Background: an optimization exercise with open tools, aiming at small area. Do not read the settings as production practice. In this exercise RTL edits were held to simulation tests only and were not proved equivalent to the original.

==> umber: inputs <==
// top_iq_demod
module top_iq_demod(
	input logic clk,
	input logic resetn,
	input bit ADC_rdy_i,
	input logic signed [4:0] I_IF,
	input logic signed [4:0] Q_IF,
	output bit demod_iq_valid,
	output logic signed [4:0] I_BB,
	output logic signed [4:0] Q_BB
);
logic [2:0] cnt;
logic [1:0] ph;
logic [2:0] cpt;
logic e, w;
logic first;
wire shift = e & (cpt == 3'd4);
always_ff @(posedge clk, negedge resetn)
	if (~resetn) begin
		cnt <= 0; ph <= 0; cpt <= 0; e <= 0; w <= 0; first <= 1;
	end else begin
		cnt <= (cnt == 3'd4) ? 3'd0 : cnt + 3'd1;
		if (cnt == 3'd4) begin ph <= ph + 2'd1; first <= 0; end
		cpt <= shift ? 3'd0 : cpt + 3'd1;
		e <= ~e & ~w & ADC_rdy_i;
		w <= e | (w & ADC_rdy_i);
	end
wire [4:0] sel = {cnt == 3'd0, cnt == 3'd4, cnt == 3'd3, cnt == 3'd2, cnt == 3'd1};
wire [4:0] xi = ph[0] ? Q_IF : I_IF;
wire [4:0] xq = ph[0] ? I_IF : Q_IF;
wire [4:0] in_i = ph[1] ? xi : -xi;
wire [4:0] in_q = (ph[0] ^ ph[1]) ? xq : -xq;
wire [4:0] z = {sel[0], sel[1], sel[2], sel[3], sel[4]};
wire [4:0] f = {sel[4], sel[0], sel[1], sel[2], sel[3]};
logic [4:0] ra_i [0:4], rb_i [0:4], rc_i [0:4], rd_i [0:4];
logic [4:0] ra_q [0:4], rb_q [0:4], rc_q [0:4], rd_q [0:4];
logic [4:0] pa_i [0:4], pb_i [0:4], pc_i [0:4], pd_i [0:4];
logic [4:0] pa_q [0:4], pb_q [0:4], pc_q [0:4], pd_q [0:4];
always_comb
	for (int j = 0; j < 5; j++) begin
		pa_i[j] = ra_i[j]; pb_i[j] = rb_i[j]; pc_i[j] = rc_i[j]; pd_i[j] = rd_i[j];
		pa_q[j] = ra_q[j]; pb_q[j] = rb_q[j]; pc_q[j] = rc_q[j]; pd_q[j] = rd_q[j];
		if (j == 0 && first) begin
  ...
==> module top_iq_demod, before the edit <==
module top_iq_demod(
	input logic clk,
	input logic resetn,
	input bit ADC_rdy_i,
	input logic signed [4:0] I_IF,
	input logic signed [4:0] Q_IF,
	output bit demod_iq_valid,
	output logic signed [4:0] I_BB,
	output logic signed [4:0] Q_BB
);
logic [2:0] cnt;
logic [1:0] ph;
logic [2:0] cpt;
logic e, w;
logic first;
wire shift = e & (cpt == 3'd4);
always_ff @(posedge clk, negedge resetn)
	if (~resetn) begin
		cnt <= 0; ph <= 0; cpt <= 0; e <= 0; w <= 0; first <= 1;
	end else begin
		cnt <= (cnt == 3'd4) ? 3'd0 : cnt + 3'd1;
		if (cnt == 3'd4) begin ph <= ph + 2'd1; first <= 0; end
		cpt <= shift ? 3'd0 : cpt + 3'd1;
		e <= ~e & ~w & ADC_rdy_i;
		w <= e | (w & ADC_rdy_i);
	end
wire [4:0] sel = {cnt == 3'd0, cnt == 3'd4, cnt == 3'd3, cnt == 3'd2, cnt == 3'd1};
wire [4:0] xi = ph[0] ? Q_IF : I_IF;
wire [4:0] xq = ph[0] ? I_IF : Q_IF;
wire [4:0] in_i = ph[1] ? xi : -xi;
wire [4:0] in_q = (ph[0] ^ ph[1]) ? xq : -xq;
wire [4:0] z = {sel[0], sel[1], sel[2], sel[3], sel[4]};
wire [4:0] f = {sel[4], sel[0], sel[1], sel[2], sel[3]};
logic [4:0] ra_i [0:4], rb_i [0:4], rc_i [0:4], rd_i [0:4];
logic [4:0] ra_q [0:4], rb_q [0:4], rc_q [0:4], rd_q [0:4];
logic [4:0] pa_i [0:4], pb_i [0:4], pc_i [0:4], pd_i [0:4];
logic [4:0] pa_q [0:4], pb_q [0:4], pc_q [0:4], pd_q [0:4];
always_comb
	for (int j = 0; j < 5; j++) begin
		pa_i[j] = ra_i[j]; pb_i[j] = rb_i[j]; pc_i[j] = rc_i[j]; pd_i[j] = rd_i[j];
		pa_q[j] = ra_q[j]; pb_q[j] = rb_q[j]; pc_q[j] = rc_q[j]; pd_q[j] = rd_q[j];
		if (j == 0 && first) begin
			pa_i[j] = 0; pb_i[j] = 0; pc_i[j] = 0; pd_i[j] = 0;
			pa_q[j] = 0; pb_q[j] = 0; pc_q[j] = 0; pd_q[j] = 0;
		end
	end
always_ff @(posedge clk)
	for (int j = 0; j < 5; j++) begin
		if (shift) begin
			ra_i[j] <= z[j] ? in_i : pb_i[j];
			rb_i[j] <= pa_i[(j+1)%5];
			rc_i[j] <= f[j] ? pb_i[(j+1)%5] : pd_i[(j+2)%5];
			rd_i[j] <= pc_i[(j+1)%5];
			ra_q[j] <= z[j] ? in_q : pb_q[j];
			rb_q[j] <= pa_q[(j+1)%5];
			rc_q[j] <= f[j] ? pb_q[(j+1)%5] : pd_q[(j+2)%5];
			rd_q[j] <= pc_q[(j+1)%5];
		end else begin
			ra_i[j] <= pa_i[(j+1)%5]; rb_i[j] <= pb_i[(j+1)%5];
			rc_i[j] <= pc_i[(j+1)%5]; rd_i[j] <= pd_i[(j+1)%5];
			ra_q[j] <= pa_q[(j+1)%5]; rb_q[j] <= pb_q[(j+1)%5];
			rc_q[j] <= pc_q[(j+1)%5]; rd_q[j] <= pd_q[(j+1)%5];
		end
	end
logic [13:9] acc_i_h, acc_q_h;
logic [8:0] acc_i_l, acc_q_l;
logic [4:0] h_i, h_q;
wire start = (cpt == 3'd0);
wire [13:0] acc_i = {acc_i_h, acc_i_l};
wire [13:0] acc_q = {acc_q_h, acc_q_l};
wire [13:0] nacc_i, nacc_q;
fir_mac mac_i (.sel(sel), .a(pa_i[0]), .b(pb_i[0]), .c(pc_i[0]), .d(pd_i[0]), .start(start), .acc(acc_i), .nacc(nacc_i));
fir_mac mac_q (.sel(sel), .a(pa_q[0]), .b(pb_q[0]), .c(pc_q[0]), .d(pd_q[0]), .start(start), .acc(acc_q), .nacc(nacc_q));
always_ff @(posedge clk, negedge resetn)
	if (~resetn) begin
		acc_i_h <= 0; acc_q_h <= 0; I_BB <= 0; Q_BB <= 0;
	end else begin
		acc_i_h <= nacc_i[13:9];
		acc_q_h <= nacc_q[13:9];
		if (cpt == 3'd2) begin I_BB <= h_i; Q_BB <= h_q; end
	end
always_ff @(posedge clk) begin
	acc_i_l <= nacc_i[8:0];
	acc_q_l <= nacc_q[8:0];
	if (start) begin h_i <= acc_i[13:9]; h_q <= acc_q[13:9]; end
end
assign demod_iq_valid = (cpt == 3'd3);
endmodule
clock: 13.0 ns
lec_check: 0
abc_area: 1
cap_margin: 20
core_margin: 2
core_utilization: 60
cts_buf_list: sky130_fd_sc_hd__clkbuf_16
cts_cluster_diameter: 80
cts_cluster_size: 35
slew_margin: 20
run.sh (not shown) runs the stock make flow with config.mk's settings and CLKGATE_MAP_FILE= SYNTH_SCRIPT=/design/flow/synth_recipe.tcl, a recipe that flattens the netlist after the stock synthesis.
==> nickel (differences from umber) <==
==> flow/flow/run.sh (new file) <==
#!/bin/bash
# Layout flow: the standard ORFS flow (standard.sh) with these changes in how the
# layout is made:
#  - synthesis maps the combinational logic with an area-oriented ABC script
#    (abc_area.script in this folder) instead of ORFS's default one; registers are
#    mapped by the unchanged standard synthesis (ABC never touches them);
#  - the port buffers are the smallest buffer, sky130_fd_sc_hd__buf_1;
#  - clock tree synthesis inserts no dummy loads.
# Every tool's full output goes to the ORFS logs (orfs/logs/...) and to flow.log here.
set -euo pipefail
here=$(pwd)
rm -rf "$here/scripts"
cp -r "$FLOW_HOME/scripts" "$here/scripts"
cp "$here/flow/abc_area.script" "$here/scripts/abc_area.script"
bash standard.sh "SCRIPTS_DIR=$here/scripts" \
	"BUFFER_PORTS_ARGS=-buffer_cell sky130_fd_sc_hd__buf_1" \
	"CTS_ARGS=-sink_clustering_enable -repair_clock_nets -buf_list sky130_fd_sc_hd__clkbuf_16 -sink_clustering_size 30 -sink_clustering_max_diameter 80 -dont_use_dummy_load" \
	finish > "$here/flow.log" 2>&1
==> flow/flow/abc_area.script (new file) <==
strash
dc2
&get -n
&deepsyn -T 60 -S 7
&put
dch
amap -F 3 -A 8
topo
==> flow/standard.sh (new file) <==
#!/bin/bash
# synth_recipe.tcl (not shown) runs the flow's synth.tcl, then flattens the netlist and writes it again
# the make line also repeats each setting of config.mk as NAME=value (left out here)
make -C /OpenROAD-flow-scripts/flow DESIGN_CONFIG=/design/flow/config.mk WORK_HOME=/design/flow/orfs CLKGATE_MAP_FILE= SYNTH_SCRIPT=/design/flow/synth_recipe.tcl "${@:-finish}"
==> flow/config.mk (replaced) <==
export PLATFORM = sky130hd
export DESIGN_NAME = top_iq_demod
export DESIGN_NICKNAME = top_iq_demod
export VERILOG_FILES = /design/flow/design.v
export SDC_FILE = /design/flow/constraint.sdc
export NUM_CORES = 4
export LEC_CHECK = 0
export ABC_AREA = 1
export CAP_MARGIN = 0
export CORE_MARGIN = 2
export CORE_UTILIZATION = 60
export SLEW_MARGIN = 0
removed: flow/run.sh
==> harbor (differences from umber) <==
--- a/flow/design.v
+++ b/flow/design.v
@@ -251,56 +251,53 @@
 logic [1:0] ph;
 logic [2:0] cpt;
 logic e, w;
-logic first;
+logic [4:0] n;
 wire shift = e & (cpt == 3'd4);
 always_ff @(posedge clk, negedge resetn)
 	if (~resetn) begin
-		cnt <= 0; ph <= 0; cpt <= 0; e <= 0; w <= 0; first <= 1;
+		cnt <= 0; ph <= 0; cpt <= 0; e <= 0; w <= 0; n <= 0;
 	end else begin
 		cnt <= (cnt == 3'd4) ? 3'd0 : cnt + 3'd1;
-		if (cnt == 3'd4) begin ph <= ph + 2'd1; first <= 0; end
+		if (cnt == 3'd4) ph <= ph + 2'd1;
 		cpt <= shift ? 3'd0 : cpt + 3'd1;
 		e <= ~e & ~w & ADC_rdy_i;
 		w <= e | (w & ADC_rdy_i);
+		if (shift && n != 5'd20) n <= n + 5'd1;
 	end
 wire [4:0] sel = {cnt == 3'd0, cnt == 3'd4, cnt == 3'd3, cnt == 3'd2, cnt == 3'd1};
 wire [4:0] xi = ph[0] ? Q_IF : I_IF;
 wire [4:0] xq = ph[0] ? I_IF : Q_IF;
 wire [4:0] in_i = ph[1] ? xi : -xi;
 wire [4:0] in_q = (ph[0] ^ ph[1]) ? xq : -xq;
-wire [4:0] z = {sel[0], sel[1], sel[2], sel[3], sel[4]};
-wire [4:0] f = {sel[4], sel[0], sel[1], sel[2], sel[3]};
-logic [4:0] ra_i [0:4], rb_i [0:4], rc_i [0:4], rd_i [0:4];
-logic [4:0] ra_q [0:4], rb_q [0:4], rc_q [0:4], rd_q [0:4];
-logic [4:0] pa_i [0:4], pb_i [0:4], pc_i [0:4], pd_i [0:4];
-logic [4:0] pa_q [0:4], pb_q [0:4], pc_q [0:4], pd_q [0:4];
+logic [4:0] sr_i [0:19];
+logic [4:0] sr_q [0:19];
+always_ff @(posedge clk)
+	if (shift) begin
+		sr_i[0] <= in_i; sr_q[0] <= in_q;
+		for (int k = 1; k < 20; k++) begin sr_i[k] <= sr_i[k-1]; sr_q[k] <= sr_q[k-1]; end
+	end
+logic [4:0] ga, gb, gc, gd;
 always_comb
-	for (int j = 0; j < 5; j++) begin
-		pa_i[j] = ra_i[j]; pb_i[j] = rb_i[j]; pc_i[j] = rc_i[j]; pd_i[j] = rd_i[j];
-		pa_q[j] = ra_q[j]; pb_q[j] = rb_q[j]; pc_q[j] = rc_q[j]; pd_q[j] = rd_q[j];
-		if (j == 0 && first) begin
-			pa_i[j] = 0; pb_i[j] = 0; pc_i[j] = 0; pd_i[j] = 0;
-			pa_q[j] = 0; pb_q[j] = 0; pc_q[j] = 0; pd_q[j] = 0;
-		end
+	for (int s = 0; s < 5; s++) begin
+		ga[s] = sel[s] & (n > 2*s);
+		gb[s] = sel[s] & (n > 2*s+1);
+		gc[s] = sel[s] & (n > 18-2*s);
+		gd[s] = sel[s] & (n > 19-2*s);
 	end
-always_ff @(posedge clk)
-	for (int j = 0; j < 5; j++) begin
-		if (shift) begin
-			ra_i[j] <= z[j] ? in_i : pb_i[j];
-			rb_i[j] <= pa_i[(j+1)%5];
-			rc_i[j] <= f[j] ? pb_i[(j+1)%5] : pd_i[(j+2)%5];
-			rd_i[j] <= pc_i[(j+1)%5];
-			ra_q[j] <= z[j] ? in_q : pb_q[j];
-			rb_q[j] <= pa_q[(j+1)%5];
-			rc_q[j] <= f[j] ? pb_q[(j+1)%5] : pd_q[(j+2)%5];
-			rd_q[j] <= pc_q[(j+1)%5];
-		end else begin
-			ra_i[j] <= pa_i[(j+1)%5]; rb_i[j] <= pb_i[(j+1)%5];
-			rc_i[j] <= pc_i[(j+1)%5]; rd_i[j] <= pd_i[(j+1)%5];
-			ra_q[j] <= pa_q[(j+1)%5]; rb_q[j] <= pb_q[(j+1)%5];
-			rc_q[j] <= pc_q[(j+1)%5]; rd_q[j] <= pd_q[(j+1)%5];
-		end
+logic [4:0] ai, bi, ci, di, aq, bq, cq, dq;
+always_comb begin
+	ai = 0; bi = 0; ci = 0; di = 0; aq = 0; bq = 0; cq = 0; dq = 0;
+	for (int s = 0; s < 5; s++) begin
+		ai = ai | ({5{ga[s]}} & sr_i[2*s]);
+		bi = bi | ({5{gb[s]}} & sr_i[2*s+1]);
+		ci = ci | ({5{gc[s]}} & sr_i[18-2*s]);
+		di = di | ({5{gd[s]}} & sr_i[19-2*s]);
+		aq = aq | ({5{ga[s]}} & sr_q[2*s]);
+		bq = bq | ({5{gb[s]}} & sr_q[2*s+1]);
+		cq = cq | ({5{gc[s]}} & sr_q[18-2*s]);
+		dq = dq | ({5{gd[s]}} & sr_q[19-2*s]);
 	end
+end
 logic [13:9] acc_i_h, acc_q_h;
 logic [8:0] acc_i_l, acc_q_l;
 logic [4:0] h_i, h_q;
@@ -308,8 +305,8 @@
 wire [13:0] acc_i = {acc_i_h, acc_i_l};
 wire [13:0] acc_q = {acc_q_h, acc_q_l};
 wire [13:0] nacc_i, nacc_q;
-fir_mac mac_i (.sel(sel), .a(pa_i[0]), .b(pb_i[0]), .c(pc_i[0]), .d(pd_i[0]), .start(start), .acc(acc_i), .nacc(nacc_i));
-fir_mac mac_q (.sel(sel), .a(pa_q[0]), .b(pb_q[0]), .c(pc_q[0]), .d(pd_q[0]), .start(start), .acc(acc_q), .nacc(nacc_q));
+fir_mac mac_i (.sel(sel), .a(ai), .b(bi), .c(ci), .d(di), .start(start), .acc(acc_i), .nacc(nacc_i));
+fir_mac mac_q (.sel(sel), .a(aq), .b(bq), .c(cq), .d(dq), .start(start), .acc(acc_q), .nacc(nacc_q));
 always_ff @(posedge clk, negedge resetn)
 	if (~resetn) begin
 		acc_i_h <= 0; acc_q_h <= 0; I_BB <= 0; Q_BB <= 0;
--- a/flow/config.mk
+++ b/flow/config.mk
@@ -9,7 +9,5 @@
 export CAP_MARGIN = 20
 export CORE_MARGIN = 2
 export CORE_UTILIZATION = 60
-export CTS_BUF_LIST = sky130_fd_sc_hd__clkbuf_16
-export CTS_CLUSTER_DIAMETER = 80
-export CTS_CLUSTER_SIZE = 35
+export CTS_BUF_LIST = sky130_fd_sc_hd__clkbuf_4
 export SLEW_MARGIN = 20
==> qor summary <==
| item | harbor | umber | nickel |
|---|---|---|---|
| Status | complete, no violations | complete, no violations | complete, no violations |
| Placed wire-length estimate after detailed placement | 25.3 mm | 23.2 mm | 22.1 mm |
| Cell class with the largest area share | flip-flops and latches | multi-input combinational cells | multi-input combinational cells |
| Req. time, crit path | 13.51 ns | 13.40 ns | 13.40 ns |
| Post-CTS clock slew at the launch and capture registers of the worst setup and hold paths | 0.06 ns | 0.11 ns | 0.11 ns |
| Horizontal extent of the die | 163 µm | 161 µm | 152 µm |
| Routed metal-1 wirelength | 15.9 mm | 15.2 mm | 14.8 mm |
| Die height | 163 µm | 161 µm | 152 µm |
| Share of cells above drive strength 1 | 11.1% | 6.52% | 3.46% |
| Multi-input combinational cell area | 0.00652 mm² | 0.00780 mm² | 0.00668 mm² |
| Met2 Use GR | 43.4% | 47.1% | 44.7% |
| Final clock-cell share | 5.04% | 3.55% | 2.64% |
| Slack of the worst reg-to-reg path | 2.14 ns | 3.52 ns | 2.81 ns |
| Largest net degree at the start of global routing | 204 | 210 | 114 |
| Endpoint with the worst hold slack | sr_i[15][3]$_DFFE_PP_ | e$_DFF_PN0_ | rc_q[2][1]$_DFF_P_ |

==> re-timing with driven ports <==
The flow's constraints put no driver on any port. The routed layouts listed below were extracted and timed again, unchanged, in two steps. Step 1: set_driving_cell puts a clkbuf_16 on clk and a buf_2 on each other input, an assumption about the parent block. Step 2 also shifts input and output timing later by t, the mid clock arrival at the registers, as if the neighbouring blocks saw the same clock. Three values: no drivers, after step 1, after step 2; two values: the first two.
run | shift t [ns] | setup slack, ns | worst setup path at the end
umber | 0.562 | 3.519 / 3.519 / 3.519 | register to register
nickel | 0.522 | 2.814 / 2.814 / 2.814 | register to register
harbor | 0.682 | 2.143 / 2.143 / 2.143 | register to register
After both steps setup and hold are still met in every run listed.
